This is an optimization exercise on Yosys and OpenROAD, whose aim is small area, not a production implementation.
RTL that was checked went through simulation tests only; none was proved equivalent to the original.
Only the layout flow was run in run 1; the RTL was not checked for function there.
Power figures rest on the tool's default switching activity, not on a simulated workload.

<file path="config.mk">
export PLATFORM = sky130hd
export DESIGN_NAME = WEBDRIVER_TORSO
export DESIGN_NICKNAME = WEBDRIVER_TORSO
export VERILOG_FILES = /design/flow/design.v
export SDC_FILE = /design/flow/constraint.sdc
export NUM_CORES = 4
export LEC_CHECK = 0
export CAP_MARGIN = 20
export CORE_MARGIN = 2
export CORE_UTILIZATION = 40
export SLEW_MARGIN = 20
</file>
<file path="constraint.sdc">
create_clock -name core_clock -period 40.0 [get_ports {clk}]
set_input_delay 8.0000 -clock core_clock [delete_from_list [all_inputs] [get_ports {clk}]]
set_output_delay 8.0000 -clock core_clock [all_outputs]
set_load 0.01 [all_outputs]
</file>
<file path="design.v">
`timescale 1ns / 1ps
module WEBDRIVER_TORSO(
    input clk,                        
    input rstbt,                      
    output [12:4] aio                 
    );
wire rst = rstbt;
reg [9:0] px;
reg [9:0] ln;
reg [5:0] tm;
wire p_rdy = &px;
wire frame_end = p_rdy & (&ln);
wire red_load = frame_end & (&tm);
always @(posedge clk) begin
	if (rst) px <= 10'd798;
	else if (p_rdy) px <= 10'd798;
	else px <= px - 10'd1;
end
always @(posedge clk) begin
	if (rst) ln <= 10'd523;
	else if (p_rdy) begin
		if (&ln) ln <= 10'd523;
		else ln <= ln - 10'd1;
	end
end
always @(posedge clk) begin
	if (rst) tm <= 6'd58;
	else if (frame_end) begin
		if (&tm) tm <= 6'd58;
		else tm <= tm - 6'd1;
	end
end
reg sr;
always @(posedge clk) begin
	if (rst) sr <= 1'b0;
	else if (red_load) sr <= 1'b1;
end
wire [9:0] x = px;
wire [8:0] y9 = ln[8:0];
wire step_line = (ln[9:5] == 5'b01111);
wire step = step_line & (tm == 6'd0);
wire [9:0] hv = step_line ? x : {1'b0, y9};
wire bw0_lt, bw0_eq, rw0_lt, rw0_eq, f0;
wire bw1_lt, bw1_eq, rw1_lt, rw1_eq, f1;
wire bh0_lt, bh0_eq, rh0_lt, rh0_eq, f2;
wire bh1_lt, bh1_eq, rh1_lt, rh1_eq, f3;
Torso_Side #(.N(641), .INIT(350), .DR(290), .DB(77),  .DF(367)) side_w0 (
    .clk(clk), .rst(rst), .v(x), .step(step), .clr(red_load),
    .b_lt(bw0_lt), .b_eq(bw0_eq), .r_lt(rw0_lt), .r_eq(rw0_eq), .stepped(f0));
Torso_Side #(.N(641), .INIT(231), .DR(409), .DB(323), .DF(91)) side_w1 (
    .clk(clk), .rst(rst), .v(x), .step(step), .clr(red_load),
    .b_lt(bw1_lt), .b_eq(bw1_eq), .r_lt(rw1_lt), .r_eq(rw1_eq), .stepped(f1));
Torso_Side #(.N(481), .INIT(306), .DR(174), .DB(236), .DF(410)) side_h0 (
    .clk(clk), .rst(rst), .v(hv), .step(step), .clr(red_load),
    .b_lt(bh0_lt), .b_eq(bh0_eq), .r_lt(rh0_lt), .r_eq(rh0_eq), .stepped(f2));
Torso_Side #(.N(481), .INIT(392), .DR(88),  .DB(147), .DF(235)) side_h1 (
    .clk(clk), .rst(rst), .v(hv), .step(step), .clr(red_load),
    .b_lt(bh1_lt), .b_eq(bh1_eq), .r_lt(rh1_lt), .r_eq(rh1_eq), .stepped(f3));
wire red_box = sr & ~step_line
             & (rw0_lt ^ rw1_lt) & ~rw0_eq & ~rw1_eq
             & (rh0_lt ^ rh1_lt) & ~rh0_eq & ~rh1_eq;
wire blue_box = (sr | f0)
             & (bw0_lt ^ bw1_lt) & ~bw0_eq & ~bw1_eq
             & (bh0_lt ^ bh1_lt) & ~bh0_eq & ~bh1_eq;
wire visible = (x < 10'd640) & (ln < 10'd480);
wire hsync = (x >= 10'd687) & (x < 10'd783);
wire vsync = (ln >= 10'd512) & (ln < 10'd514);
wire green = ~(red_box | blue_box) & visible;
wire blue = ~red_box & visible;
wire red = red_box | green;
reg [11:0] freq;
reg [23:0] acc;
reg pwm;
always @(posedge clk) begin
	if (rst) freq <= 12'd299;
	else if (red_load) freq <= (freq >= 12'd1447) ? freq - 12'd1148 : freq + 12'd1554;
end
always @(posedge clk) begin
	if (rst | ~sr) begin
		acc <= 24'd0;
		pwm <= 1'b1;
	end else if (acc > 24'd12500000) begin
		acc <= 24'd0;
		pwm <= ~pwm;
	end else acc <= acc + {12'd0, freq};
end
assign aio[12] = hsync;
assign aio[11] = vsync;
assign aio[10:9] = {2{blue}};
assign aio[8:7] = {2{green}};
assign aio[6:5] = {2{red}};
assign aio[4] = pwm;
endmodule
module Torso_Side #(parameter N = 641, parameter INIT = 0, parameter DR = 0,
                    parameter DB = 0, parameter DF = 0)(
    input clk,
    input rst,
    input [9:0] v,                   
    input step,                      
    input clr,                       
    output b_lt,                     
    output b_eq,                     
    output r_lt,                     
    output r_eq,                     
    output reg stepped               
    );
reg [9:0] b;
wire signed [11:0] d = $signed({2'b00, v}) - $signed({2'b00, b});
localparam signed [11:0] KA = DR;
localparam signed [11:0] KAW = DR - N;
localparam signed [11:0] KB = N - DB;
localparam signed [11:0] KBW = -DB;
localparam signed [11:0] KF = DF;
localparam signed [11:0] KFW = DF - N;
wire wrap = stepped ? (b >= DB) : (b >= N - DR);
wire signed [11:0] k = stepped ? (wrap ? KBW : KB) : (wrap ? KAW : KA);
assign b_lt = d < 0;
assign b_eq = d == 0;
assign r_lt = d < k;
assign r_eq = d == k;
wire take = step & ~stepped & ((d == KF & v < N) | d == KFW);
always @(posedge clk) begin
	if (rst) begin
		b <= INIT;
		stepped <= 1'b0;
	end else if (take) begin
		b <= v;
		stepped <= 1'b1;
	end else if (clr) stepped <= 1'b0;
end
endmodule
</file>
<file path="flow/run.sh">
#!/bin/bash
# Own layout flow: the standard synthesis, then the combinational logic
# is mapped again with an area-oriented ABC script (flip-flops, their names
# and cell types are kept as they are), then the standard layout.
set -euo pipefail
R=orfs/results/${FLOW_PLATFORM}/WEBDRIVER_TORSO/base
LIB=${FLOW_HOME}/platforms/${FLOW_PLATFORM}/lib/sky130_fd_sc_hd__tt_025C_1v80.lib

bash standard.sh synth > flow_synth.log 2>&1
cp $R/1_2_yosys.v std_synth.v

sed -e "s#@LIB@#${LIB}#g" -e "s#@ABC@#${PWD}/flow/area.abc#g" \
    -e "s#@IN@#${PWD}/std_synth.v#g" -e "s#@OUT@#${PWD}/remap.v#g" \
    flow/remap.ys > remap_run.ys
yosys -s remap_run.ys > flow_remap.log 2>&1

cp remap.v $R/1_2_yosys.v
rm -f $R/1_synth.odb $R/1_synth.sdc
touch $R/1_2_yosys.v
bash standard.sh > flow_layout.log 2>&1
</file>
<file path="flow/area.abc">
strash
dc2
dc2
strash
&get -n
&dch -f
&nf -R 1000
&put
</file>
<file path="flow/remap.ys">
# Map the standard synthesis's combinational cells again for area.
read_liberty -ignore_miss_func @LIB@
setattr -mod -set blackbox 1 sky130_fd_sc_hd__df* sky130_fd_sc_hd__edf* sky130_fd_sc_hd__sdf* sky130_fd_sc_hd__sedf* sky130_fd_sc_hd__dl* sky130_fd_sc_hd__conb_1
read_verilog @IN@
hierarchy -top WEBDRIVER_TORSO
flatten
opt_clean -purge
opt
abc -script @ABC@ -liberty @LIB@ -dont_use sky130_fd_sc_hd__lpflow_* -dont_use sky130_fd_sc_hd__fa* -dont_use sky130_fd_sc_hd__ha_* -dont_use sky130_fd_sc_hd__probe_p_8 -dont_use sky130_fd_sc_hd__probec_p_8
read_liberty -lib -ignore_miss_func @LIB@
opt_clean -purge
hilomap -singleton -hicell sky130_fd_sc_hd__conb_1 HI -locell sky130_fd_sc_hd__conb_1 LO
insbuf -buf sky130_fd_sc_hd__buf_4 A X
splitnets
opt_clean -purge
stat -liberty @LIB@
check -assert -mapped
write_verilog -noattr -nohex -nodec @OUT@
</file>
<file path="standard.sh">
#!/bin/bash
# synth_recipe.tcl (not shown) runs the flow's synth.tcl, then flattens the netlist and writes it again
# the make line also repeats each setting of config.mk as NAME=value (left out here)
make -C /OpenROAD-flow-scripts/flow DESIGN_CONFIG=/design/flow/config.mk WORK_HOME=/design/flow/orfs CLKGATE_MAP_FILE= SYNTH_SCRIPT=/design/flow/synth_recipe.tcl "${@:-finish}"
</file>
==> flow_summary.yaml, run 1 <==
flow_run:
  maxCapViolCount: 0
pwr:
  finalPower_uw: 212
  leakagePower_nw: 2.61
  vdd_ir_drop_max_uv: 22.3
  cellPowerDensity_nw_per_um2: 27.8
cells_and_area:
  area_growth_pct: 10.2
  finalCoreUtilization_pct: 44.6
  fin_nets: 957
  regArea_um2: 2140
  diodes: 0
  fillers: 1702
  drive_above_1_share_pct: 2.92
  multi_input_area_um2: 4620
placed_design:
  gp_congestion: 0.926
  portBuffers: 10
  dp_hpwl_mm: 13.3
clocking:
  insertion_delay_ps: 360
  clkTransAtPathRegs_ps: 70
  cts_made_buffers: 9
  cts_sinks: 107
  clock_tree.buffer_depth: 2
  cts_setup_buffers: 0
  cts_resized: 0
  cts_htree_levels: 3
  cts_tree: "built"
  clockRootBuffer: "clkbuf_16"
  hold_buffers: 0
sta:
  fin_crit_sh_pct: 36.6
  tightest_slew_ps: 813
  setup_tns_ps: 0
  fmax_mhz: 68.3
  hold_slack_ps: 472
  setup_viol: 0
  relSlewSlack_pct: 44.3
  slew_violations: 0
  finalHoldViolations: 0
  finalClockSkew_ps: 12.3
  rsz0062_at_grt: "false"
  layout_min_cycle_time_ps: 14640
critical_path:
  crit_fanout: 9
  endpoint_kind: "output pin"
  arrival_ps: 6640
  worstPathRequired_ps: 32000
  crit_type: "reg2out"
  start_kind: "flop"
global_routing:
  grt_usage_pct: 20.1
  grt_overflow: 0
  grt_pass1_wl_mm: 29.7
  grt_max_degree: 61
  antenna_found_initial: 0
  grt_pass1_vias: 5829
floorplanning:
  core_um2: 17100
  num_io_pins: 11
  initial_core_util_pct: 40.5
  die_y_um: 136
  dieArea_um2: 18400
  die-width_um: 136
  rows: 48
logic_synthesis:
  synthCells: 934
  synth_area_per_cell_um2: 7.42
  syn-num-nets: 936
  yosys_warnings: 5
  synth_area_um2: 6930
min_path:
  timing.hold.worst.class: "reg2reg"
detailed_routing:
  postRouteAntennaNets: 0
  route.detailed.drc: 0
  dr.pass1.iters: 5
  vias: 6622
  wire_per_inst_um: 15.1
  initialDrtViolationCount: 414
  wirelength_mm: 17.8
  vias_per_cell: 5.59
outcome:
  outcome: "complete, no violations"
-- registers in the layout (all words and copies together) (netlist names) --
signal           flops
acc                 24
freq                11
ln                  10
px                  10
side_h0.b           10
side_h1.b           10
side_w0.b           10
side_w1.b           10
tm                   6
pwm                  1
side_h0.stepped      1
side_h1.stepped      1
side_w0.stepped      1
side_w1.stepped      1
sr                   1
-- critical path, stage by stage (launching register included) --
cell and delay [ps]:
dfxtp_1 420, nand3_1 190, nor2_1 540, clkinv_1 310
nor2_1 140, a21oi_1 140, nand2_1 130, a21oi_1 90
maj3_1 400, maj3_1 400, maj3_1 400, o21a_1 120
a21oi_1 180, nor2_1 60, a21oi_1 190, nor2_1 60
a21oi_1 220, o21ai_0 150, xnor2_1 360, o22ai_1 150
a211oi_1 310, o211ai_1 140, nand3_1 100, xor2_1 80
nor3_1 290, nand2b_1 170, clkdlybuf4s50_1 540
-- area by class of cell --
| class | count | share of cell area [%] |
|---|---|---|
| multi-input combinational | 789 | 60.5 |
| sequential | 107 | 28.0 |
| clock inverter | 5 | 0.868 |
| clock buffer | 11 | 3.31 |
| tap | 225 | 3.69 |
| timing repair buffer | 19 | 2.13 |
| inverter | 29 | 1.43 |
-- layer usage --
layer	GRT usage (%)	share of wire (%)	routed length, um	up-vias
li1	-	-	-	3427
met1	28.2	49	8830	3030
met4	5.67	1.6	286	0
met3	4.15	4.6	827	19
met5	0	0	0	-
met2	31.3	44	7900	146
-- final timing paths --
kind           start      endpoint  slack [ps]  cells past startpoint
max            ln[6]        aio[6]       25360                     26
min          acc[23]       acc[23]         470                      2
max reg2reg    ln[6]  side_h0.b[4]       33980                     26
min reg2reg  acc[23]       acc[23]         470                      2
-- report_power, final --
part           internal (mW)  total (mW)  switching [mW]
Clock                 0.0528      0.0948          0.0421
Combinational        0.00345     0.00987         0.00642
Sequential             0.107       0.107        0.000588
Total                  0.163       0.212          0.0491
-- cell usage in the layout, fill, tap and decap left out, types with 8 or more instances in the layout --
cell type and instances:
a211oi_1 27, a21oi_1 90, a31oi_1 8, and2_0 15
and3_1 15, buf_4 9, clkbuf_16 9, clkdlybuf4s50_1 9
clkinv_1 29, dfxtp_1 107, maj3_1 18, nand2_1 79
nand2b_1 20, nand3_1 32, nand4_1 8, nor2_1 137
nor2b_1 16, nor3_1 31, nor4_1 12, o21a_1 11
o21ai_0 73, o31ai_1 9, or3_1 11, xnor2_1 66
xor2_1 31
-- through the flow --
| stage | worst slack [ps] | std cells | instance area [um^2] |
|---|---|---|---|
| CTS | 25390 | 1185 | 7630 |
| finish | 25360 | 1185 | 7640 |
| global placement | 25920 | 1169 | 7310 |
| detailed placement | 25810 | 1169 | 7310 |
| global route | 24720 | 1185 | 7640 |
| floorplan | 26900 | 934 | 6930 |
==> run 2: changes to the inputs <==
==> design.v (replaced) <==
`timescale 1ns / 1ps
module WEBDRIVER_TORSO(
    input clk,                        
    input rstbt,                      
    output [12:4] aio                 
    );
wire rst = rstbt;
reg [9:0] px;
reg [9:0] ln;
reg [5:0] tm;
wire p_rdy = &px;
wire l_end = &ln;
wire frame_end = p_rdy & l_end;
wire t_end = &tm;
wire t_one = (tm == 6'd1);
wire red_load = frame_end & t_end;
wire blue_load = frame_end & t_one;
wire [9:0] ln_dec = ln - 10'd1;
wire [9:0] ln_next = l_end ? 10'd523 : ln_dec;
always @(posedge clk) begin
	if (rst) px <= 10'd798;
	else if (p_rdy) px <= 10'd798;
	else px <= px - 10'd1;
end
always @(posedge clk) begin
	if (rst) ln <= 10'd523;
	else if (p_rdy) ln <= ln_next;
end
always @(posedge clk) begin
	if (rst) tm <= 6'd58;
	else if (frame_end) begin
		if (t_end) tm <= 6'd58;
		else tm <= tm - 6'd1;
	end
end
reg sb, sr;
wire sb_next = red_load ? 1'b0 : (blue_load | sb);
always @(posedge clk) begin
	if (rst) begin
		sb <= 1'b0;
		sr <= 1'b0;
	end else begin
		sb <= sb_next;
		sr <= sr | red_load;
	end
end
wire [9:0] x = px;
wire upd_line = l_end & t_one;
wire upd_w = upd_line & (x == 10'd798);
wire upd_h = upd_line & (x == 10'd797);
wire upd = upd_w | upd_h;
wire ysel = p_rdy | upd_h;
wire [9:0] v = ysel ? {1'b0, ln_next[8:0]} : x;
reg [9:0] bw0, bw1;
reg [8:0] bh0, bh1;
wire [9:0] bs0 = ysel ? {1'b0, bh0} : bw0;
wire [9:0] bs1 = ysel ? {1'b0, bh1} : bw1;
wire [9:0] c0 = ysel ? (upd ? 10'd410 : sb_next ? 10'd245 : 10'd174)
                     : (upd ? 10'd367 : sb_next ? 10'd564 : 10'd290);
wire [9:0] c1 = ysel ? (upd ? 10'd235 : sb_next ? 10'd334 : 10'd88)
                     : (upd ? 10'd91  : sb_next ? 10'd318 : 10'd409);
wire [10:0] nm = ysel ? 11'd481 : 11'd641;
wire [10:0] s0 = bs0 + c0;
wire [10:0] s1 = bs1 + c1;
wire [9:0] r0 = (s0 >= nm) ? s0 - nm : s0;
wire [9:0] r1 = (s1 >= nm) ? s1 - nm : s1;
always @(posedge clk) begin
	if (rst) begin
		bw0 <= 10'd350;
		bw1 <= 10'd231;
		bh0 <= 9'd306;
		bh1 <= 9'd392;
	end else begin
		if (upd_w) begin
			bw0 <= r0;
			bw1 <= r1;
		end
		if (upd_h) begin
			bh0 <= r0[8:0];
			bh1 <= r1[8:0];
		end
	end
end
wire red_in = (r0 > v & r1 < v) | (r1 > v & r0 < v);
wire blue_in = (bs0 > v & bs1 < v) | (bs1 > v & bs0 < v);
reg ry, by;
always @(posedge clk) begin
	if (rst) begin
		ry <= 1'b0;
		by <= 1'b0;
	end else if (p_rdy) begin
		ry <= red_in;
		by <= blue_in;
	end
end
wire xv = x < 10'd640;
wire visible = xv & (ln < 10'd480);
wire hsync = (x >= 10'd687) & (x < 10'd783);
wire vsync = (ln[9:1] == 9'd256);
wire red_box = sr & xv & ry & red_in;
wire blue_box = (sb | sr) & by & blue_in;
wire green = ~(red_box | blue_box) & visible;
wire blue = ~red_box & visible;
wire red = red_box | green;
reg [10:0] fq;
wire [11:0] freq = {fq, 1'b1};
reg [23:0] acc;
reg pwm;
always @(posedge clk) begin
	if (rst) fq <= 11'd149;
	else if (red_load) fq <= (fq >= 11'd723) ? fq - 11'd574 : fq + 11'd777;
end
always @(posedge clk) begin
	if (rst | ~sr) begin
		acc <= 24'd0;
		pwm <= 1'b1;
	end else if (acc > 24'd12500000) begin
		acc <= 24'd0;
		pwm <= ~pwm;
	end else acc <= acc + {12'd0, freq};
end
assign aio[12] = hsync;
assign aio[11] = vsync;
assign aio[10:9] = {2{blue}};
assign aio[8:7] = {2{green}};
assign aio[6:5] = {2{red}};
assign aio[4] = pwm;
endmodule
==> flow/area.abc (replaced) <==
strash
&get -n
&deepsyn -J 100
&put
dc2
strash
&get -n
&dch -f
&nf -R 1000
&put
--- a/config.mk
+++ b/config.mk
@@ -8,4 +8,6 @@
 export CAP_MARGIN = 20
 export CORE_MARGIN = 2
 export CORE_UTILIZATION = 40
+export CTS_BUF_LIST = sky130_fd_sc_hd__clkbuf_8
+export CTS_CLUSTER_SIZE = 30
 export SLEW_MARGIN = 20
==> run 2 against run 1 <==
  * Still clean
  * Core utilization decreased by 0.27 points
  * First-iteration DRC count increased by 23%
  * Cell count decreased by 17%
  * Fmax decreased by 22%
  * Synthesized area decreased by 14%
  * Via count decreased by 13%
  * Clock power decreased by 35%
  * Largest cell class unchanged
==> flow_summary.yaml, run 2 <==
clocking:
  hold_buffers: 0
  clock_tree.buffer_depth: 2
  cts_htree_levels: 3
  cts_resized: 0
  insertion_delay_ps: 390
  cts_setup_buffers: 0
  clockRootBuffer: "clkbuf_8"
  cts_tree: "built"
  clkTransAtPathRegs_ps: 100
  cts_sinks: 104
  cts_made_buffers: 9
sta:
  slew_violations: 0
  layout_min_cycle_time_ps: 18710
  finalClockSkew_ps: 13.3
  setup_tns_ps: 0
  rsz0062_at_grt: "false"
  tightest_slew_ps: 1230
  setup_viol: 0
  worst_slack_ps: 21290
  relSlewSlack_pct: 17.2
  finalHoldViolations: 0
  fin_crit_sh_pct: 46.8
  fmax_mhz: 53.4
global_routing:
  antenna_found_initial: 0
  globalRoute.busiestLayer: "met2"
  grt_pass1_wl_mm: 27.0
  use_met3_pct: 5.48
  grt_overflow: 0
  grt.met2_usage_pct: 33.6
  globalRouteMet1Util_pct: 27.2
  grt_max_degree: 37
  grt_pass1_vias: 5369
  grt_usage_pct: 21.0
floorplanning:
  num_io_pins: 11
  die-width_um: 126
  initial_core_util_pct: 41.0
  dieArea_um2: 15900
  die_y_um: 126
  rows: 44
  core_um2: 14500
logic_synthesis:
  synth_area_per_cell_um2: 7.65
  yosys_warnings: 1
  synthCells: 779
  synth_area_um2: 5960
  syn-num-nets: 781
critical_path:
  crit_slowest_cell: "nor4_1"
  crit_type: "reg2out"
  r2r_start: "px[0]"
  rrSetupSlack_ps: 31010
  arrival_ps: 10710
  worstPathRequired_ps: 32000
  crit_fanout: 14
  max_stage_delay_ps: 1070
  start_kind: "flop"
  endpoint_kind: "output pin"
  r2r_cells: 34
  worstReg2RegEnd: "ry"
min_path:
  hold_start: "bh1[0]"
  hold_path_end: "bh1[0]"
  timing.hold.worst.class: "reg2reg"
  hold_path_depth: 2
cells_and_area:
  regArea_um2: 2080
  layout_commonest_cell: "nor2_1"
  diodes: 0
  largest_reg_flops: 24
  drive_above_1_share_pct: 2.63
  largest_registers: "acc (24), fq (11)"
  fillers: 1479
  fin_nets: 798
  multi_input_area_um2: 3800
  largest_register: "acc"
  area_growth_pct: 8.19
  finalCoreUtilization_pct: 44.4
  final_cell_mix: "nor2_1 (117), dfxtp_1 (104), nand2_1 (93), a21oi_1 (71), o21ai_0 (62)"
detailed_routing:
  route.detailed.drc: 0
  dr.pass1.iters: 6
  wire_per_inst_um: 16.9
  initialDrtViolationCount: 510
  wirelength_mm: 16.6
  vias: 5769
  vias_per_cell: 5.86
  postRouteAntennaNets: 0
pwr:
  comb_power_share_pct: 3.4
  p_sw_uw: 42.8
  p_sw_share_pct: 24.8
  finalPower_uw: 172
  p_int_uw: 129
  pwr-share-seq_pct: 60.7
  vdd_ir_drop_max_uv: 16.9
  leakagePower_nw: 2.40
  cellPowerDensity_nw_per_um2: 26.7
  clkPwrFrac_pct: 35.9
flow_run:
  maxCapViolCount: 0
placed_design:
  dp_hpwl_mm: 12.3
  portBuffers: 10
  post-place-ws_ps: 22050
  gp_congestion: 1.01
outcome:
  outcome: "complete, no violations"
[run 2: per-layer routing]
layer,share of wire (%),routed length [um],vias up
li1,-,-,2831
met1,46,7680,2740
met2,46,7610,161
met3,5.2,872,37
met4,2.7,447,0
met5,0,0,-
[run 2: through the flow]
stage          instances  hold WS, ps  instance area, um^2
4_1_cts              984          470                 6450
3_5_place_dp         969          447                 6280
5_1_grt              984          492                 6450
2_1_floorplan        779          424                 5960
3_3_place_gp         969          438                 6280
6_report             984          467                 6450
[run 2: area by class of cell]
cell class              count  area share (%)
repair buffers             15            2.13
inverters                   8           0.466
clock inverters             5           0.505
well taps                 184            3.57
flip-flops and latches    104            32.3
multi-input cells         658            58.9
clock buffers              10            2.13
[run 2: worst max-delay path by stage]
stage                     startpoint  slack, ps      to  cells after the start
final                          px[0]      21290  aio[5]                     38
after global routing           px[0]      20500  aio[5]                     38
after CTS                      px[0]      21510  aio[5]                     38
after detailed placement       px[0]      22050  aio[5]                     38
after global placement         px[0]      22410  aio[5]                     38
after floorplan                px[5]      24000  aio[5]                     33
[run 2: power by group through the flow]
stage / logic [mW] / registers (mW) / clock network [mW]
2_1_floorplan: 0.00338 / 0.107 / 0
6_report: 0.00580 / 0.105 / 0.0618
3_5_place_dp: 0.00564 / 0.107 / 0
4_1_cts: 0.00566 / 0.105 / 0.0638
5_1_grt: 0.00623 / 0.105 / 0.0668
3_3_place_gp: 0.00558 / 0.107 / 0
[run 2: critical path: cells and delay by family, from the launching register on]
family,cells,cell delay (ps)
xor+xnor,4,1100
simple gates,15,4900
compound gates,17,2990
buf+inv,2,640
flops,1,680
==> run 3: changes to the inputs <==
==> flow/area.abc (replaced) <==
strash
dc2
dc2
strash
&get -n
&dch -f
&nf -R 1000
&put
--- a/config.mk
+++ b/config.mk
@@ -8,6 +8,4 @@
 export CAP_MARGIN = 20
 export CORE_MARGIN = 2
 export CORE_UTILIZATION = 40
-export CTS_BUF_LIST = sky130_fd_sc_hd__clkbuf_8
-export CTS_CLUSTER_SIZE = 30
 export SLEW_MARGIN = 20
==> run 3 against run 2 <==
  * Via count increased by 6.8%
  * Synthesized area increased by 8.3%
  * Combinational power is 1% higher
  * Cell count is 12% higher
  * Sequential share of layout area is 3.1 points lower
  * Clock power up 49%
  * Largest power group unchanged
  * Flip-flop and latch count unchanged
  * Clock-buffer cell count shrank 1
  * Worst setup slack better by 1200 ps
  * Highest routed layer unchanged
==> flow_summary.yaml, run 3 <==
outcome:
  outcome: "complete, no violations"
logic_synthesis:
  synth_area_per_cell_um2: 7.45
  syn-num-nets: 868
  yosys_warnings: 1
  synth_area_um2: 6450
  synthCells: 866
critical_path:
  endpoint_kind: "output pin"
  crit_type: "reg2out"
  crit_slowest_cell: "nor4_1"
  worstReg2RegEnd: "ry"
  arrival_ps: 9520
  max_stage_delay_ps: 630
  rrSetupSlack_ps: 31620
  r2r_start: "ln[6]"
  crit_fanout: 30
  path_common_cell: "o21ai_0"
  worstPathRequired_ps: 32000
  start_kind: "flop"
  r2r_cells: 32
detailed_routing:
  initialDrtViolationCount: 478
  dr.pass1.iters: 8
  postRouteAntennaNets: 0
  route.detailed.drc: 0
  wirelength_mm: 17.7
  wire_per_inst_um: 16.0
  vias_per_cell: 5.57
  vias: 6164
clocking:
  cts_setup_buffers: 0
  cts_tree: "built"
  cts_htree_levels: 3
  clock_tree.buffer_depth: 2
  cts_resized: 0
  clockRootBuffer: "clkbuf_16"
  insertion_delay_ps: 360
  hold_buffers: 0
  cts_made_buffers: 9
  clkTransAtPathRegs_ps: 80
  cts_sinks: 104
cells_and_area:
  fin_area_um2: 7140
  largest_reg_flops: 24
  final_cell_mix: "nor2_1 (133), nand2_1 (104), dfxtp_1 (104), a21oi_1 (84), o21ai_0 (59)"
  largest_registers: "acc (24), fq (11)"
  fin_nets: 887
  area_growth_pct: 10.6
  layout_commonest_cell: "nor2_1"
  finalCoreUtilization_pct: 45.1
  diodes: 0
  drive_above_1_share_pct: 2.81
  largest_register: "acc"
sta:
  fmax_mhz: 57.1
  finalHoldViolations: 0
  fin_crit_sh_pct: 43.8
  relSlewSlack_pct: 28.9
  layout_min_cycle_time_ps: 17520
  finalClockSkew_ps: 12.8
  setup_tns_ps: 0
  setup_viol: 0
  slew_violations: 0
  hold_slack_ps: 459
  rsz0062_at_grt: "false"
  tightest_slew_ps: 1060
floorplanning:
  dieArea_um2: 17200
  rows: 46
  die-width_um: 131
  die_y_um: 131
  initial_core_util_pct: 40.8
  num_io_pins: 11
  core_um2: 15800
global_routing:
  grt_pass1_wl_mm: 28.5
  grt_pass1_vias: 5505
  grt_overflow: 0
  grt_max_degree: 39
  grt_usage_pct: 21.4
  antenna_found_initial: 0
placed_design:
  dp_hpwl_mm: 13.0
  portBuffers: 10
  gp_congestion: 0.952
  place_area_um2: 6820
min_path:
  timing.hold.worst.class: "reg2reg"
  hold_path_end: "bw1[8]"
  hold_start: "bw1[8]"
  hold_path_depth: 2
pwr:
  cellPowerDensity_nw_per_um2: 28.4
  vdd_ir_drop_max_uv: 22.3
  leakagePower_nw: 2.72
flow_run:
  maxCapViolCount: 0
run 3: metal layers:
metal,vias up,global-route usage [%],share of wire [%]
met5,-,0,0
met1,2815,28.7,47
met3,34,5.17,6.4
met2,190,33.3,44
met4,0,8.01,3.2
li1,3125,-,-
run 3: final cells by class:
cell class | instances | area, um^2
clock buffer | 9 | 225
clock inverter | 7 | 91.3
sequential | 104 | 2080
multi-input combinational | 741 | 4270
timing repair buffer | 17 | 153
fill | 1654 | 8690
tap | 216 | 270
inverter | 12 | 45.0
run 3: critical path, delay by kind of cell, from the launching register on:
kind	cells	cell delay [ps]
AO/OA/AOI/OAI	15	3530
XOR/XNOR	1	290
adder cells (fa/ha/maj)	1	420
buffers and inverters	3	1030
flip-flops	1	410
multiplexers	2	710
AND/OR/NAND/NOR	13	2740
run 3: worst max path at each step:
stage	to	cells after the start	start	slack, ps
after CTS	aio[5]	35	ln[5]	22610
after global placement	aio[6]	35	ln[5]	23290
final	aio[5]	35	ln[6]	22480
after floorplan	aio[7]	33	px[8]	24020
after global routing	aio[5]	35	ln[7]	21560
after detailed placement	aio[5]	35	ln[5]	23010
run 3: metrics by stage:
step | power (mW) | instances | setup WS, ps
3_5_place_dp | 0.113 | 1090 | 23010
3_3_place_gp | 0.113 | 1090 | 23290
2_1_floorplan | 0.110 | 866 | 24020
5_1_grt | 0.211 | 1106 | 21560
6_report | 0.203 | 1106 | 22480
4_1_cts | 0.206 | 1106 | 22610
run 3: report_power, final:
part	switching [mW]	leakage (nW)	internal, mW
logic	0.00412	1.72	0.00174
clock network	0.0468	0.152	0.0454
registers	0.000595	0.840	0.104
total	0.0515	2.72	0.151
==> run 4: changes to the inputs <==
--- a/design.v
+++ b/design.v
@@ -85,10 +85,7 @@
 wire blue_in = (bs0 > v & bs1 < v) | (bs1 > v & bs0 < v);
 reg ry, by;
 always @(posedge clk) begin
-	if (rst) begin
-		ry <= 1'b0;
-		by <= 1'b0;
-	end else if (p_rdy) begin
+	if (p_rdy) begin
 		ry <= red_in;
 		by <= blue_in;
 	end
==> flow/run.sh (replaced) <==
#!/bin/bash
# Own layout flow: the standard synthesis, then the combinational logic
# is mapped again for area with ABC (flip-flops, their names and cell types
# are kept as they are), then the standard layout with smaller port
# buffers and no CTS dummy loads.
set -euo pipefail
R=orfs/results/${FLOW_PLATFORM}/WEBDRIVER_TORSO/base
LIB=${FLOW_HOME}/platforms/${FLOW_PLATFORM}/lib/sky130_fd_sc_hd__tt_025C_1v80.lib

bash standard.sh synth > flow_synth.log 2>&1
cp $R/1_2_yosys.v std_synth.v

# a few deterministic ABC runs (deepsyn seeds); keep the smallest netlist
for s in 0 1 2 3; do
  sed -e "s#@SEED@#$s#" flow/area.abc > area_$s.abc
  sed -e "s#@LIB@#${LIB}#g" -e "s#@ABC@#${PWD}/area_$s.abc#g" \
      -e "s#@IN@#${PWD}/std_synth.v#g" -e "s#@OUT@#${PWD}/remap_$s.v#g" \
      flow/remap.ys > remap_$s.ys
  ( yosys -s remap_$s.ys > flow_remap_$s.log 2>&1 || true ) &
done
wait
best=""; besta=""
for s in 0 1 2 3; do
  if [[ -f remap_$s.v ]] && grep -q "Found and reported 0 problems" flow_remap_$s.log; then
    a=$(grep "Chip area" flow_remap_$s.log | tail -1 | awk '{print $NF}')
    echo "seed $s area $a" >> flow_remap_pick.log
    if [[ -z "$besta" ]] || awk "BEGIN{exit !($a < $besta)}"; then best=$s; besta=$a; fi
  fi
done
echo "picked seed $best area $besta" >> flow_remap_pick.log
[[ -n "$best" ]]

cp remap_$best.v $R/1_2_yosys.v
rm -f $R/1_synth.odb $R/1_synth.sdc
touch $R/1_2_yosys.v
export BUFFER_PORTS_ARGS="-buffer_cell sky130_fd_sc_hd__buf_1"
export CTS_ARGS="$(cat flow/cts_args.txt)"
bash standard.sh > flow_layout.log 2>&1
==> flow/area.abc (replaced) <==
strash
&get -n
&deepsyn -J 100 -S @SEED@
&put
dc2
strash
&get -n
&dch -f
&nf -R 1000
&put
==> flow/cts_args.txt (new file) <==
-sink_clustering_enable -repair_clock_nets -dont_use_dummy_load -buf_list sky130_fd_sc_hd__clkbuf_8 -sink_clustering_size 30 -sink_clustering_max_diameter 200
==> run 4 against run 3 <==
  * First-iteration DRC count grew 0.21%
  * Highest routed layer unchanged
  * Largest cell class unchanged
  * Flip-flop and latch count is the same
  * Critical path depth grew 1
  * Global-route usage shrank 0.76 points
  * Core utilization shrank 1.4 points
  * Synthesized area shrank 7.3%
  * Clock power shrank 41%
  * Via count shrank 7.0%
  * Final area shrank 11%
  * Register-to-register slack lost 710 ps
==> flow_summary.yaml, run 4 <==
logic_synthesis:
  yosys_warnings: 1
  synth_area_per_cell_um2: 7.62
  synth_area_um2: 5980
  synthCells: 785
  syn-num-nets: 787
clocking:
  clkTransAtPathRegs_ps: 110
  cts_tree: "built"
  cts_setup_buffers: 0
  cts_resized: 0
  hold_buffers: 0
  insertion_delay_ps: 400
  cts_made_buffers: 9
  clockRootBuffer: "clkbuf_8"
  cts_sinks: 104
  clock_tree.buffer_depth: 2
  cts_htree_levels: 3
floorplanning:
  num_io_pins: 11
  die_y_um: 126
  dieArea_um2: 15900
  die-width_um: 126
  core_um2: 14600
  rows: 44
  initial_core_util_pct: 41.0
global_routing:
  grt_usage_pct: 20.6
  grt_pass1_wl_mm: 26.5
  grt_pass1_vias: 5250
  grt_overflow: 0
  grt_max_degree: 37
  antenna_found_initial: 0
sta:
  fin_crit_sh_pct: 44.8
  finalClockSkew_ps: 29.6
  finalHoldViolations: 0
  layout_min_cycle_time_ps: 17910
  rsz0062_at_grt: "false"
  relSlewSlack_pct: 37.5
  tightest_slew_ps: 934
  setup_viol: 0
  setup_tns_ps: 0
  fmax_mhz: 55.8
  slew_violations: 0
critical_path:
  arrival_ps: 9910
  crit_fanout: 14
  crit_slowest_cell: "o31ai_2"
  start_kind: "flop"
  crit_type: "reg2out"
  worstPathRequired_ps: 32000
  endpoint_kind: "output pin"
  max_stage_delay_ps: 650
detailed_routing:
  postRouteAntennaNets: 0
  route.detailed.drc: 0
  dr.pass1.iters: 6
  vias_per_cell: 5.81
  wire_per_inst_um: 16.5
  wirelength_mm: 16.3
  initialDrtViolationCount: 479
  vias: 5732
cells_and_area:
  layout_commonest_cell: "nor2_1"
  fin_nets: 807
  largest_register: "acc"
  drive_above_1_share_pct: 2.37
  largest_registers: "acc (24), fq (11)"
  final_cell_mix: "nor2_1 (113), dfxtp_1 (102), nand2_1 (92), a21oi_1 (74), o21ai_0 (60)"
  area_growth_pct: 6.61
  diodes: 0
  largest_reg_flops: 24
  fin_area_um2: 6380
pwr:
  comb_power_share_pct: 3.8
  vdd_ir_drop_max_uv: 12.8
  p_sw_share_pct: 23.8
  cellPowerDensity_nw_per_um2: 26.1
  clkPwrFrac_pct: 32.8
  p_int_uw: 127
  pwr-share-seq_pct: 63.4
  leakagePower_nw: 2.37
  p_sw_uw: 39.6
flow_run:
  maxCapViolCount: 0
placed_design:
  dp_hpwl_mm: 11.8
  place_area_um2: 6250
  gp_congestion: 0.936
  portBuffers: 10
outcome:
  outcome: "complete, no violations"
min_path:
  timing.hold.worst.class: "reg2reg"
## run 4: area by class of cell
| cell class | instances | area [um^2] |
|---|---|---|
| Clock buffer | 9 | 124 |
| Sequential cell | 104 | 2100 |
| Inverter | 10 | 37.5 |
| Tap cell | 184 | 230 |
| Fill cell | 1428 | 8210 |
| Timing Repair Buffer | 18 | 97.6 |
| Multi-Input combinational cell | 662 | 3780 |
## run 4: path summary, 6_finish.rpt
| path | cells past startpoint | slack, ps | start | end |
|---|---|---|---|---|
| worst min register to register | 1 | 460 | acc[0] | acc[0] |
| worst min-delay path | 1 | 460 | acc[0] | acc[0] |
| worst max-delay path | 36 | 22090 | ln[5] | aio[5] |
| worst max register to register | 33 | 30910 | ln[5] | ry |
## run 4: metrics by stage
step           setup WS (ps)  std cells  power [mW]  hold WS [ps]  util [%]
3_5_place_dp           22380        978       0.114           440      42.8
3_3_place_gp           22500        978       0.114           432      42.8
5_1_grt                21220        987       0.172           489      43.7
4_1_cts                21890        987       0.167           461      43.7
6_report               22090        987       0.166           457      43.7
2_1_floorplan          23720        785       0.111           417         -
## run 4: critical path: cells and delay by family, from the launching register on
family,cells,cell delay [ps]
adders and majority gates,1,350
DFF,1,430
muxes,3,1020
xor gates and xnor gates,3,640
AOI/OAI and AO/OA,15,3720
and+or+nand+nor,12,2840
buffers and inverters,2,490
## run 4: routing by layer
layer  vias up  share of wire [%]  global-route usage (%)
met2       181                 44                    32.4
met5         -                  0                       0
met3        39                5.7                    2.89
met4         0                2.5                    7.76
met1      2665                 48                    28.8
li1       2847                  -                       -
## run 4: power by group through the flow
stage | sequential [mW] | combinational, mW | clock, mW
3_3_place_gp | 0.108 | 0.00602 | 0
5_1_grt | 0.105 | 0.00678 | 0.0595
4_1_cts | 0.105 | 0.00608 | 0.0559
3_5_place_dp | 0.108 | 0.00604 | 0
6_report | 0.105 | 0.00625 | 0.0546
2_1_floorplan | 0.107 | 0.00375 | 0
==> run 5: changes to the inputs <==
--- a/flow/run.sh
+++ b/flow/run.sh
@@ -34,5 +34,5 @@
 rm -f $R/1_synth.odb $R/1_synth.sdc
 touch $R/1_2_yosys.v
 export BUFFER_PORTS_ARGS="-buffer_cell sky130_fd_sc_hd__buf_1"
-export CTS_ARGS="$(cat flow/cts_args.txt)"
+export CTS_ARGS="-sink_clustering_enable -repair_clock_nets -dont_use_dummy_load -buf_list sky130_fd_sc_hd__clkbuf_8"
 bash standard.sh > flow_layout.log 2>&1
removed: flow/cts_args.txt
==> run 5 against run 4 <==
  * Cell count unchanged
  * Still clean on timing, DRC and antenna
  * Die area is the same
  * Sequential share of layout area stayed put
  * Highest routed layer unchanged
  * Total power unchanged
  * Sequential power about the same
  * Synthesized area stayed put
  * Flip-flop and latch count stayed put
  * Largest cell class unchanged
  * Worst setup slack is the same
  * Non-clock buffer count unchanged
==> flow_summary.yaml, run 5 <==
placed_design:
  portBuffers: 10
  place_area_um2: 6250
  gp_congestion: 0.936
  dp_hpwl_mm: 11.8
  dp.cells: 978
detailed_routing:
  postRouteAntennaNets: 0
  vias: 5732
  vias_per_cell: 5.81
  dr.pass1.iters: 6
  initialDrtViolationCount: 479
  wire_per_inst_um: 16.5
  wirelength_mm: 16.3
  route.detailed.drc: 0
floorplanning:
  rows: 44
  initial_core_util_pct: 41.0
  die-width_um: 126
  core_um2: 14600
  num_io_pins: 11
  dieArea_um2: 15900
  die_y_um: 126
global_routing:
  grt_usage_pct: 20.6
  grt_max_degree: 37
  grt_pass1_wl_mm: 26.5
  grt_pass1_vias: 5250
  grt_overflow: 0
  antenna_found_initial: 0
clocking:
  clkTransAtPathRegs_ps: 110
  cts_sinks: 104
  cts_htree_levels: 3
  clockRootBuffer: "clkbuf_8"
  cts_resized: 0
  cts_made_buffers: 9
  clock_tree.buffer_depth: 2
  cts_tree: "built"
  cts_setup_buffers: 0
  hold_buffers: 0
  insertion_delay_ps: 400
cells_and_area:
  fin_nets: 807
  largest_registers: "acc (24), fq (11)"
  largest_reg_flops: 24
  largest_register: "acc"
  layout_commonest_cell: "nor2_1"
  drive_above_1_share_pct: 2.37
  diodes: 0
  area_growth_pct: 6.61
  multi_input_area_um2: 3780
  instances_no_fill: 987
  fin_area_um2: 6380
  finalCoreUtilization_pct: 43.7
  regArea_um2: 2100
  fillers: 1428
  final_cell_mix: "nor2_1 (113), dfxtp_1 (102), nand2_1 (92), a21oi_1 (74), o21ai_0 (60)"
sta:
  fin_crit_sh_pct: 44.8
  finalHoldViolations: 0
  fmax_mhz: 55.8
  tightest_slew_ps: 934
  relSlewSlack_pct: 37.5
  slew_violations: 0
  setup_viol: 0
  finalClockSkew_ps: 29.6
  rsz0062_at_grt: "false"
  layout_min_cycle_time_ps: 17910
  setup_tns_ps: 0
logic_synthesis:
  yosys_warnings: 1
  synthCells: 785
  syn-num-nets: 787
  synth_area_um2: 5980
  synth_area_per_cell_um2: 7.62
critical_path:
  endpoint_kind: "output pin"
  start_kind: "flop"
  crit_slowest_cell: "o31ai_2"
  critPathTopFamily: "compound AO/OA/AOI/OAI gates"
  cp_num_buf_inv: 2
  max_stage_delay_ps: 650
  crit_type: "reg2out"
  worstPathRequired_ps: 32000
  crit_fanout: 14
  arrival_ps: 9910
min_path:
  timing.hold.worst.class: "reg2reg"
pwr:
  leakagePower_nw: 2.37
  vdd_ir_drop_max_uv: 12.8
  cellPowerDensity_nw_per_um2: 26.1
flow_run:
  maxCapViolCount: 0
outcome:
  outcome: "complete, no violations"
-- run 5: area by class of cell --
class                      count  share of cell area (%)
tap                          184                    3.61
timing repair buffer          18                    1.53
multi-input combinational    662                    59.4
inverter                      10                   0.589
clock buffer                   9                    1.94
sequential                   104                    33.0
-- run 5: where the power goes --
group          total, mW  switching (mW)  internal (mW)  leakage, nW
Sequential         0.105        0.000971          0.104        0.843
Combinational    0.00625         0.00433        0.00191         1.46
Clock             0.0546          0.0343         0.0203       0.0647
Total              0.166          0.0396          0.127         2.37
-- run 5: final timing paths --
kind                from     end  slack, ps  cells past startpoint
setup / recovery   ln[5]  aio[5]      22090                     36
hold / removal    acc[0]  acc[0]        460                      1
setup reg to reg   ln[5]      ry      30910                     33
hold reg to reg   acc[0]  acc[0]        460                      1
-- run 5: stage by stage --
step           hold WS [ps]  power (mW)  worst slack (ps)
6_report                457       0.166             22090
5_1_grt                 489       0.172             21220
3_3_place_gp            432       0.114             22500
2_1_floorplan           417       0.111             23720
3_5_place_dp            440       0.114             22380
4_1_cts                 461       0.167             21890
-- run 5: layer usage --
layer | vias up | routed length (um) | GRT usage, %
li1 | 2847 | - | -
met1 | 2665 | 7790 | 28.8
met2 | 181 | 7150 | 32.4
met3 | 39 | 929 | 2.89
met4 | 0 | 406 | 7.76
met5 | - | 0 | 0
==> run 6: changes to the inputs <==
--- a/design.v
+++ b/design.v
@@ -59,11 +59,13 @@
                      : (upd ? 10'd367 : sb_next ? 10'd564 : 10'd290);
 wire [9:0] c1 = ysel ? (upd ? 10'd235 : sb_next ? 10'd334 : 10'd88)
                      : (upd ? 10'd91  : sb_next ? 10'd318 : 10'd409);
-wire [10:0] nm = ysel ? 11'd481 : 11'd641;
-wire [10:0] s0 = bs0 + c0;
-wire [10:0] s1 = bs1 + c1;
-wire [9:0] r0 = (s0 >= nm) ? s0 - nm : s0;
-wire [9:0] r1 = (s1 >= nm) ? s1 - nm : s1;
+wire [9:0] l0 = ysel ? (upd ? 10'd71 : sb_next ? 10'd236 : 10'd307)
+                     : (upd ? 10'd274 : sb_next ? 10'd77 : 10'd351);
+wire [9:0] l1 = ysel ? (upd ? 10'd246 : sb_next ? 10'd147 : 10'd393)
+                     : (upd ? 10'd550  : sb_next ? 10'd323 : 10'd232);
+wire [9:0] nm = ysel ? 10'd481 : 10'd641;
+wire [9:0] r0 = bs0 + ((bs0 >= l0) ? c0 - nm : c0);
+wire [9:0] r1 = bs1 + ((bs1 >= l1) ? c1 - nm : c1);
 always @(posedge clk) begin
 	if (rst) begin
 		bw0 <= 10'd350;
@@ -101,7 +103,7 @@
 wire red = red_box | green;
 reg [10:0] fq;
 wire [11:0] freq = {fq, 1'b1};
-reg [23:0] acc;
+reg [24:0] dn;
 reg pwm;
 always @(posedge clk) begin
 	if (rst) fq <= 11'd149;
@@ -109,12 +111,12 @@
 end
 always @(posedge clk) begin
 	if (rst | ~sr) begin
-		acc <= 24'd0;
+		dn <= 25'd12500000;
 		pwm <= 1'b1;
-	end else if (acc > 24'd12500000) begin
-		acc <= 24'd0;
+	end else if (dn[24]) begin
+		dn <= 25'd12500000;
 		pwm <= ~pwm;
-	end else acc <= acc + {12'd0, freq};
+	end else dn <= dn - {13'd0, freq};
 end
 assign aio[12] = hsync;
 assign aio[11] = vsync;
==> flow/run.sh (replaced) <==
#!/bin/bash
# Own layout flow: the standard synthesis, then the combinational logic
# is mapped again for area with ABC (flip-flops, their names and cell types
# are kept as they are), then the standard layout with smaller port
# buffers and no CTS dummy loads.
set -euo pipefail
R=orfs/results/${FLOW_PLATFORM}/WEBDRIVER_TORSO/base
LIB=${FLOW_HOME}/platforms/${FLOW_PLATFORM}/lib/sky130_fd_sc_hd__tt_025C_1v80.lib

bash standard.sh synth > flow_synth.log 2>&1
cp $R/1_2_yosys.v std_synth.v

# a few deterministic ABC runs (deepsyn seeds, two mappers); keep the
# smallest netlist that passes yosys's check
runs=""
for s in 0 1 2 3; do
  for m in nf amap; do
    k=${m}_$s
    runs="$runs $k"
    sed -e "s#@SEED@#$s#" flow/area_$m.abc > area_$k.abc
    sed -e "s#@LIB@#${LIB}#g" -e "s#@ABC@#${PWD}/area_$k.abc#g" \
        -e "s#@IN@#${PWD}/std_synth.v#g" -e "s#@OUT@#${PWD}/remap_$k.v#g" \
        flow/remap.ys > remap_$k.ys
  done
done
printf '%s\n' $runs | xargs -P 4 -I{} sh -c 'yosys -s remap_{}.ys > flow_remap_{}.log 2>&1 || true'
best=""; besta=""
for k in $runs; do
  if [[ -f remap_$k.v ]] && grep -q "Found and reported 0 problems" flow_remap_$k.log; then
    a=$(grep "Chip area" flow_remap_$k.log | tail -1 | awk '{print $NF}')
    echo "run $k area $a" >> flow_remap_pick.log
    if [[ -z "$besta" ]] || awk "BEGIN{exit !($a < $besta)}"; then best=$k; besta=$a; fi
  fi
done
echo "picked $best area $besta" >> flow_remap_pick.log
[[ -n "$best" ]]

cp remap_$best.v $R/1_2_yosys.v
rm -f $R/1_synth.odb $R/1_synth.sdc
touch $R/1_2_yosys.v
export BUFFER_PORTS_ARGS="-buffer_cell sky130_fd_sc_hd__buf_1"
export CTS_ARGS="$(cat flow/cts_args.txt)"
bash standard.sh > flow_layout.log 2>&1
==> flow/area_amap.abc (new file) <==
strash
&get -n
&deepsyn -J 100 -S @SEED@
&put
dc2
strash
dch -f
amap
==> flow/area_nf.abc (new file) <==
strash
&get -n
&deepsyn -J 100 -S @SEED@
&put
dc2
strash
&get -n
&dch -f
&nf -R 1000
&put
strash
&get -n
&dch -f
&nf -R 1000
&put
==> flow/cts_args.txt (new file) <==
-sink_clustering_enable -repair_clock_nets -dont_use_dummy_load -buf_list sky130_fd_sc_hd__clkbuf_2 -root_buf sky130_fd_sc_hd__clkbuf_8 -sink_buffer_max_cap_derate 0.5
removed: flow/area.abc
==> run 6 against run 5 <==
  * Still clean
  * Final area decreased by 3.7%
  * Core utilization is 0.19 points higher
  * Total power is 1.2% lower
  * Non-clock buffer count is 1 higher
  * Hold slack got worse by 45 ps
  * Clock skew decreased by 6.9 ps
  * Synthesized cell count increased by 5.9%
  * Cell count rose by 4.4%
  * Fmax shrank 8.1%
  * Critical path type unchanged
  * Largest cell class unchanged
==> flow_summary.yaml, run 6 <==
pwr:
  cellPowerDensity_nw_per_um2: 26.7
  vdd_ir_drop_max_uv: 17.0
  leakagePower_nw: 2.11
  finalPower_uw: 164
critical_path:
  start_kind: "flop"
  crit_type: "reg2out"
  crit_end: "aio[6]"
  rrSetupSlack_ps: 29810
  worstReg2RegEnd: "ry"
  arrival_ps: 11500
  path_common_cell: "o21ai_0"
  r2r_start: "px[9]"
  crit_fanout: 18
  endpoint_kind: "output pin"
  r2r_cells: 44
  worstPathRequired_ps: 32000
  crit_slowest_cell: "a221oi_1"
  max_stage_delay_ps: 820
  critPathLaunch: "px[9]"
cells_and_area:
  drive_above_1_share_pct: 2.12
  final_cell_mix: "nor2_1 (162), clkinv_1 (122), dfxtp_1 (103), o21ai_0 (84), nand2_1 (80)"
  diodes: 0
  instances_no_fill: 1030
  finalCoreUtilization_pct: 43.9
  multi_input_area_um2: 3110
  largest_register: "dn"
  fin_area_um2: 6140
  largest_registers: "dn (25), fq (11)"
  largest_reg_flops: 25
  area_growth_pct: 6.72
  layout_commonest_cell: "nor2_1"
  fillers: 1457
  fin_nets: 854
  regArea_um2: 2120
sta:
  fin_crit_sh_pct: 48.7
  finalHoldViolations: 0
  worst_slack_ps: 20500
  hold_slack_ps: 412
  relSlewSlack_pct: 37.6
  setup_tns_ps: 0
  finalClockSkew_ps: 22.6
  setup_viol: 0
  rsz0062_at_grt: "false"
  tightest_slew_ps: 936
  fmax_mhz: 51.3
  layout_min_cycle_time_ps: 19500
  slew_violations: 0
clocking:
  cts_made_buffers: 9
  clock_tree.buffer_depth: 2
  hold_buffers: 0
  clkTransAtPathRegs_ps: 80
  cts_tree: "built"
  cts_sinks: 105
  cts_resized: 0
  insertion_delay_ps: 390
  clockRootBuffer: "clkbuf_8"
  cts_htree_levels: 3
  cts_setup_buffers: 0
global_routing:
  grt_usage_pct: 22.9
  grt_pass1_vias: 5207
  grt_max_degree: 29
  grt_overflow: 0
  grt_pass1_wl_mm: 26.9
  antenna_found_initial: 0
floorplanning:
  rows: 43
  num_io_pins: 11
  initial_core_util_pct: 41.1
  die_y_um: 124
  die-width_um: 124
  dieArea_um2: 15400
  core_um2: 14000
min_path:
  timing.hold.worst.class: "reg2reg"
detailed_routing:
  postRouteAntennaNets: 0
  dr.pass1.iters: 5
  route.detailed.drc: 0
  wirelength_mm: 16.7
  vias: 5905
  wire_per_inst_um: 16.2
  vias_per_cell: 5.73
  initialDrtViolationCount: 500
logic_synthesis:
  synth_area_per_cell_um2: 6.92
  syn-num-nets: 833
  yosys_warnings: 1
  synth_area_um2: 5750
  synthCells: 831
placed_design:
  dp_hpwl_mm: 12.5
  post-place-ws_ps: 21170
  portBuffers: 10
  gp_congestion: 0.989
  dp.cells: 1021
  place_area_um2: 6020
outcome:
  outcome: "complete, no violations"
flow_run:
  maxCapViolCount: 0
run 6: final cells by class:
cell class / count / share of cell area [%]
clock buffers: 9 / 2.02
well taps: 180 / 3.67
flip-flops and latches: 105 / 34.6
inverters: 122 / 7.46
multi-input cells: 595 / 50.6
repair buffers: 19 / 1.71
run 6: report_power, final:
part | internal (mW) | switching, mW | leakage, nW
Sequential | 0.105 | 0.000222 | 0.852
Combinational | 0.00126 | 0.00426 | 1.19
Clock | 0.0203 | 0.0331 | 0.0647
Total | 0.127 | 0.0376 | 2.11
run 6: how the worst min path moves through the flow:
| stage | from | endpoint | slack, ps | depth (start not counted) |
|---|---|---|---|---|
| floorplan | px[0] | px[0] | 390 | 1 |
| global placement | px[0] | px[0] | 400 | 1 |
| detailed placement | px[0] | px[0] | 400 | 1 |
| CTS | px[0] | px[0] | 420 | 1 |
| global route | px[0] | px[0] | 460 | 1 |
| finish | px[0] | px[0] | 410 | 1 |
run 6: metal layers:
layer / routed length [um] / part of all wire [%] / track usage (%) / up-vias
met5: 0 / 0 / 0 / -
met4: 471 / 2.8 / 8.99 / 0
met3: 1270 / 7.6 / 5.68 / 48
met2: 7260 / 44 / 36.1 / 228
met1: 7660 / 46 / 30.1 / 2625
li1: - / - / - / 3004
run 6: worst max-delay path, delay by kind of cell, from the launching register on:
family / cells / cell delay [ps]
buffers and inverters: 7 / 1520
DFF: 1 / 470
and+or+nand+nor: 21 / 4570
AOI/OAI and AO/OA: 21 / 4510
==> run 7: changes to the inputs <==
==> flow/cts_args.txt (replaced) <==
-sink_clustering_enable -repair_clock_nets -dont_use_dummy_load -buf_list sky130_fd_sc_hd__clkbuf_8
==> run 7 against run 6 <==
  * Core utilization unchanged
  * Total power did not move
  * Still clean on timing, DRC and antenna
  * Final area unchanged
  * Largest power group unchanged
  * Register-to-register slack is essentially flat
==> flow_summary.yaml, run 7 <==
cells_and_area:
  largest_reg_flops: 25
  drive_above_1_share_pct: 2.12
  layout_commonest_cell: "nor2_1"
  instances_no_fill: 1030
  diodes: 0
  area_growth_pct: 6.72
  final_cell_mix: "nor2_1 (162), clkinv_1 (122), dfxtp_1 (103), o21ai_0 (84), nand2_1 (80)"
  largest_register: "dn"
  fin_nets: 854
  largest_registers: "dn (25), fq (11)"
detailed_routing:
  dr_wl_met2_mm: 7.26
  vias_per_cell: 5.73
  route.detailed.drc: 0
  highest_layer: "met4"
  wire_per_inst_um: 16.2
  met3_length_mm: 1.27
  vias: 5905
  wirelength_mm: 16.7
  wl_met1_mm: 7.66
  postRouteAntennaNets: 0
  dr.pass1.iters: 5
  initialDrtViolationCount: 500
floorplanning:
  die_y_um: 124
  rows: 43
  dieArea_um2: 15400
  num_io_pins: 11
  initial_core_util_pct: 41.1
  die-width_um: 124
  core_um2: 14000
pwr:
  leakagePower_nw: 2.11
  cellPowerDensity_nw_per_um2: 26.7
  vdd_ir_drop_max_uv: 17.0
critical_path:
  endpoint_kind: "output pin"
  worstReg2RegEnd: "ry"
  r2r_cells: 44
  crit_fanout: 18
  worstPathRequired_ps: 32000
  crit_slowest_cell: "a221oi_1"
  max_stage_delay_ps: 820
  crit_type: "reg2out"
  path_common_cell: "o21ai_0"
  rrSetupSlack_ps: 29810
  r2r_start: "px[9]"
  crit_end: "aio[6]"
  arrival_ps: 11500
  start_kind: "flop"
  critPathLaunch: "px[9]"
min_path:
  timing.hold.worst.class: "reg2reg"
sta:
  fmax_mhz: 51.3
  finalClockSkew_ps: 22.6
  hold_slack_ps: 412
  fin_crit_sh_pct: 48.7
  tightest_slew_ps: 936
  finalHoldViolations: 0
  layout_min_cycle_time_ps: 19500
  setup_tns_ps: 0
  relSlewSlack_pct: 37.6
  setup_viol: 0
  rsz0062_at_grt: "false"
  slew_violations: 0
placed_design:
  portBuffers: 10
  dp.cells: 1021
  dp_hpwl_mm: 12.5
  gp_congestion: 0.989
logic_synthesis:
  syn-num-nets: 833
  synth_area_per_cell_um2: 6.92
  yosys_warnings: 1
  synth_area_um2: 5750
  synthCells: 831
clocking:
  hold_buffers: 0
  clock_tree.buffer_depth: 2
  insertion_delay_ps: 390
  clkTransAtPathRegs_ps: 80
  cts_sinks: 105
  clockRootBuffer: "clkbuf_8"
  cts_resized: 0
  cts_htree_levels: 3
  cts_made_buffers: 9
  cts_setup_buffers: 0
  cts_tree: "built"
global_routing:
  grt_usage_pct: 22.9
  grt_pass1_vias: 5207
  grt_max_degree: 29
  antenna_found_initial: 0
  grt_pass1_wl_mm: 26.9
  grt_overflow: 0
flow_run:
  maxCapViolCount: 0
outcome:
  outcome: "complete, no violations"
run 7: worst min-delay path by stage:
| stage | startpoint | endpoint | slack [ps] | cells past startpoint |
|---|---|---|---|---|
| CTS | px[0] | px[0] | 420 | 1 |
| finish | px[0] | px[0] | 410 | 1 |
| global route | px[0] | px[0] | 460 | 1 |
| floorplan | px[0] | px[0] | 390 | 1 |
| global placement | px[0] | px[0] | 400 | 1 |
| detailed placement | px[0] | px[0] | 400 | 1 |
run 7: routing by layer:
layer	track usage (%)	vias to the layer above
met4	8.99	0
met2	36.1	228
met5	0	-
met1	30.1	2625
li1	-	3004
met3	5.68	48
run 7: metrics by stage:
stage          util, %  instance area [um^2]  power (mW)  setup WS [ps]
6_report          43.9                  6140       0.164          20500
3_3_place_gp      43.0                  6020       0.113          21700
4_1_cts           43.9                  6140       0.166          20750
5_1_grt           43.9                  6140       0.171          19180
2_1_floorplan        -                  5750       0.111          23020
3_5_place_dp      43.0                  6020       0.113          21170
run 7: cell type report:
cell class                      instances  area [um^2]
Tap cell                              180          225
Timing Repair Buffer                   19          105
Sequential cell                       105         2120
Inverter                              122          458
Clock buffer                            9          124
Multi-Input combinational cell        595         3110
Fill cell                            1457         7850
run 7: critical path, delay by kind of cell (launching register included):
kind	cells	cell delay [ps]
and+or+nand+nor	21	4570
AOI/OAI and AO/OA	21	4510
buffers and inverters	7	1520
DFF	1	470
run 7: where the power goes:
part	total (mW)	leakage, nW	switching (mW)	internal [mW]
combinational	0.00553	1.19	0.00426	0.00126
clock	0.0534	0.0647	0.0331	0.0203
sequential	0.105	0.852	0.000222	0.105
==> run 8: changes to the inputs <==
--- a/design.v
+++ b/design.v
@@ -5,8 +5,10 @@
     output [12:4] aio                 
     );
 wire rst = rstbt;
-reg [9:0] px;
-reg [9:0] ln;
+reg [9:0] pxn;                   
+wire [9:0] px = ~pxn;
+reg [9:0] lnn;                   
+wire [9:0] ln = ~lnn;
 reg [5:0] tm;
 wire p_rdy = &px;
 wire l_end = &ln;
@@ -18,13 +20,13 @@
 wire [9:0] ln_dec = ln - 10'd1;
 wire [9:0] ln_next = l_end ? 10'd523 : ln_dec;
 always @(posedge clk) begin
-	if (rst) px <= 10'd798;
-	else if (p_rdy) px <= 10'd798;
-	else px <= px - 10'd1;
+	if (rst) pxn <= ~10'd798;
+	else if (p_rdy) pxn <= ~10'd798;
+	else pxn <= ~(px - 10'd1);
 end
 always @(posedge clk) begin
-	if (rst) ln <= 10'd523;
-	else if (p_rdy) ln <= ln_next;
+	if (rst) lnn <= ~10'd523;
+	else if (p_rdy) lnn <= ~ln_next;
 end
 always @(posedge clk) begin
 	if (rst) tm <= 6'd58;
@@ -101,13 +103,14 @@
 wire green = ~(red_box | blue_box) & visible;
 wire blue = ~red_box & visible;
 wire red = red_box | green;
-reg [10:0] fq;
+reg [10:0] fqn;                  
+wire [10:0] fq = ~fqn;
 wire [11:0] freq = {fq, 1'b1};
 reg [24:0] dn;
 reg pwm;
 always @(posedge clk) begin
-	if (rst) fq <= 11'd149;
-	else if (red_load) fq <= (fq >= 11'd723) ? fq - 11'd574 : fq + 11'd777;
+	if (rst) fqn <= ~11'd149;
+	else if (red_load) fqn <= ~((fq >= 11'd723) ? fq - 11'd574 : fq + 11'd777);
 end
 always @(posedge clk) begin
 	if (rst | ~sr) begin
==> run 8 against run 7 <==
  * Sequential power barely moved
  * Critical endpoint unchanged
  * Critical path type unchanged
  * Routed wire length rose by 0.94%
  * Clock-buffer cell count did not move
  * Combinational power rose by about 20%
  * Clock power rose by 2%
  * Clock skew rose by 19 ps
  * Still clean on timing, DRC and antenna
==> flow_summary.yaml, run 8 <==
critical_path:
  crit_type: "reg2out"
  endpoint_kind: "output pin"
  cp_num_buf_inv: 6
  critPathTopFamily: "compound AO/OA/AOI/OAI gates"
  worstPathRequired_ps: 32000
  crit_fanout: 10
  max_stage_delay_ps: 610
  crit_slowest_cell: "o21ai_0"
  start_kind: "flop"
  arrival_ps: 11230
sta:
  setup_viol: 0
  relSlewSlack_pct: 30.7
  layout_min_cycle_time_ps: 19230
  hold_slack_ps: 429
  fin_crit_sh_pct: 48.1
  finalHoldViolations: 0
  setup_tns_ps: 0
  finalClockSkew_ps: 41.9
  fmax_mhz: 52.0
  slew_violations: 0
  rsz0062_at_grt: "false"
  tightest_slew_ps: 1030
placed_design:
  portBuffers: 10
  gp_congestion: 1.01
  dp_hpwl_mm: 12.3
pwr:
  p_int_uw: 127
  vdd_ir_drop_max_uv: 16.2
  cellPowerDensity_nw_per_um2: 27.3
  leakagePower_nw: 2.11
  p_sw_share_pct: 23.7
  comb_power_share_pct: 4.0
  pwr-share-seq_pct: 63.3
  p_sw_uw: 39.4
  clkPwrFrac_pct: 32.7
detailed_routing:
  vias_per_cell: 5.71
  route.detailed.drc: 0
  initialDrtViolationCount: 559
  wirelength_mm: 16.8
  postRouteAntennaNets: 0
  vias: 5810
  wire_per_inst_um: 16.5
  dr.pass1.iters: 6
global_routing:
  grt_usage_pct: 22.7
  grt_max_degree: 30
  antenna_found_initial: 0
  grt_pass1_vias: 5110
  grt_overflow: 0
  grt_pass1_wl_mm: 26.5
flow_run:
  maxCapViolCount: 0
clocking:
  cts_tree: "built"
  cts_htree_levels: 3
  clkTransAtPathRegs_ps: 110
  clockRootBuffer: "clkbuf_8"
  hold_buffers: 0
  cts_made_buffers: 9
  clock_tree.buffer_depth: 2
  cts_setup_buffers: 0
  cts_resized: 0
  cts_sinks: 105
  insertion_delay_ps: 410
logic_synthesis:
  syn-num-nets: 819
  synthCells: 817
  synth_area_um2: 5690
  yosys_warnings: 1
  synth_area_per_cell_um2: 6.97
outcome:
  outcome: "complete, no violations"
cells_and_area:
  fin_nets: 841
  largest_registers: "dn (25), fqn (11)"
  diodes: 0
  fillers: 1447
  layout_commonest_cell: "nor2_1"
  largest_reg_flops: 25
  final_cell_mix: "nor2_1 (160), clkinv_1 (114), dfxtp_1 (103), a21oi_1 (79), o21ai_0 (74)"
  drive_above_1_share_pct: 2.51
  area_growth_pct: 7.08
  largest_register: "dn"
floorplanning:
  die_y_um: 123
  num_io_pins: 11
  dieArea_um2: 15200
  die-width_um: 123
  rows: 43
  initial_core_util_pct: 41.0
  core_um2: 13900
min_path:
  timing.hold.worst.class: "reg2reg"
## run 8: power by group through the flow
stage	logic, mW	clock network, mW	registers, mW
6_report	0.00665	0.0544	0.105
2_1_floorplan	0.00370	0	0.108
5_1_grt	0.00727	0.0600	0.105
3_3_place_gp	0.00659	0	0.108
3_5_place_dp	0.00638	0	0.108
4_1_cts	0.00641	0.0571	0.105
## run 8: worst paths after layout
| kind | startpoint | end | slack [ps] | cells past startpoint |
|---|---|---|---|---|
| worst max-delay path | pxn[3] | aio[6] | 20770 | 49 |
| worst min-delay path | dn[23] | dn[24] | 430 | 1 |
| worst max register to register | pxn[3] | ry | 29840 | 39 |
| worst min register to register | dn[23] | dn[24] | 430 | 1 |
## run 8: per-stage QoR
step	instance area (um^2)	std cells	setup slack (ps)	utilization, %	power [mW]
finish	6100	1017	20770	43.9	0.166
global route	6100	1017	19580	43.9	0.173
CTS	6090	1016	20940	43.9	0.169
detailed placement	5970	1007	21420	43.0	0.114
global placement	5970	1007	21330	43.0	0.114
floorplan	5690	817	22720	-	0.111
## run 8: worst register-to-register path, delay by kind of cell, from the launching register on
kind / cells / cell delay (ps)
buffers and inverters: 5 / 1180
and+or+nand+nor: 13 / 2590
AOI/OAI and AO/OA: 21 / 5850
DFF: 1 / 350
## run 8: final cells by class
| cell class | instances | area [um^2] | share of cell area, % |
|---|---|---|---|
| Multi-Input combinational cell | 589 | 3090 | 50.6 |
| Sequential cell | 105 | 2120 | 34.8 |
| Inverter | 114 | 428 | 7.02 |
| Tap cell | 180 | 225 | 3.69 |
| Clock buffer | 9 | 124 | 2.03 |
| Timing Repair Buffer | 20 | 113 | 1.85 |
## run 8: per-layer routing
metal	wire length, um	track usage (%)
met3	1360	5.58
met4	290	5.68
met2	7140	34.8
met1	8030	31.9
met5	0	0

afterwards: timing with drivers on the ports:
Ports are ideal in the flow. The routed layouts listed here were re-timed in OpenROAD. Step 1 assumes that a clkbuf_16 drives the clock port and a buf_2 every other input. Step 2 times the ports against the registers' clock, not the clock port: input delays grow and output delays shrink by t, the midpoint of the rising clock arrivals with the driver on. Three values: ideal ports, drivers, drivers and shift; two values: the first two.
run	shift t [ns]	setup WS [ns]	worst hold slack (ns)	clock arrival spread, ns	worst register clock-pin slew, ns
run 1	0.399	25.359 / 25.319 / 25.717	0.472 / 0.472 / 0.472	0.012 / 0.013	0.08 / 0.08
run 2	0.422	21.290 / 21.252 / 21.674	0.467 / 0.467 / 0.467	0.014 / 0.014	0.10 / 0.10
run 3	0.397	22.481 / 22.439 / 22.836	0.459 / 0.459 / 0.459	0.013 / 0.013	0.08 / 0.08
run 4	0.425	22.091 / 22.053 / 22.479	0.457 / 0.457 / 0.457	0.031 / 0.031	0.11 / 0.11
run 5	0.425	22.091 / 22.053 / 22.479	0.457 / 0.457 / 0.457	0.031 / 0.031	0.11 / 0.11
run 6	0.418	20.503 / 20.463 / 20.881	0.412 / 0.412 / 0.412	0.023 / 0.023	0.10 / 0.10
run 7	0.418	20.503 / 20.463 / 20.881	0.412 / 0.412 / 0.412	0.023 / 0.023	0.10 / 0.10
run 8	0.428	20.773 / 20.732 / 21.160	0.429 / 0.429 / 0.429	0.042 / 0.042	0.11 / 0.11
After both steps every run listed still meets setup and hold.
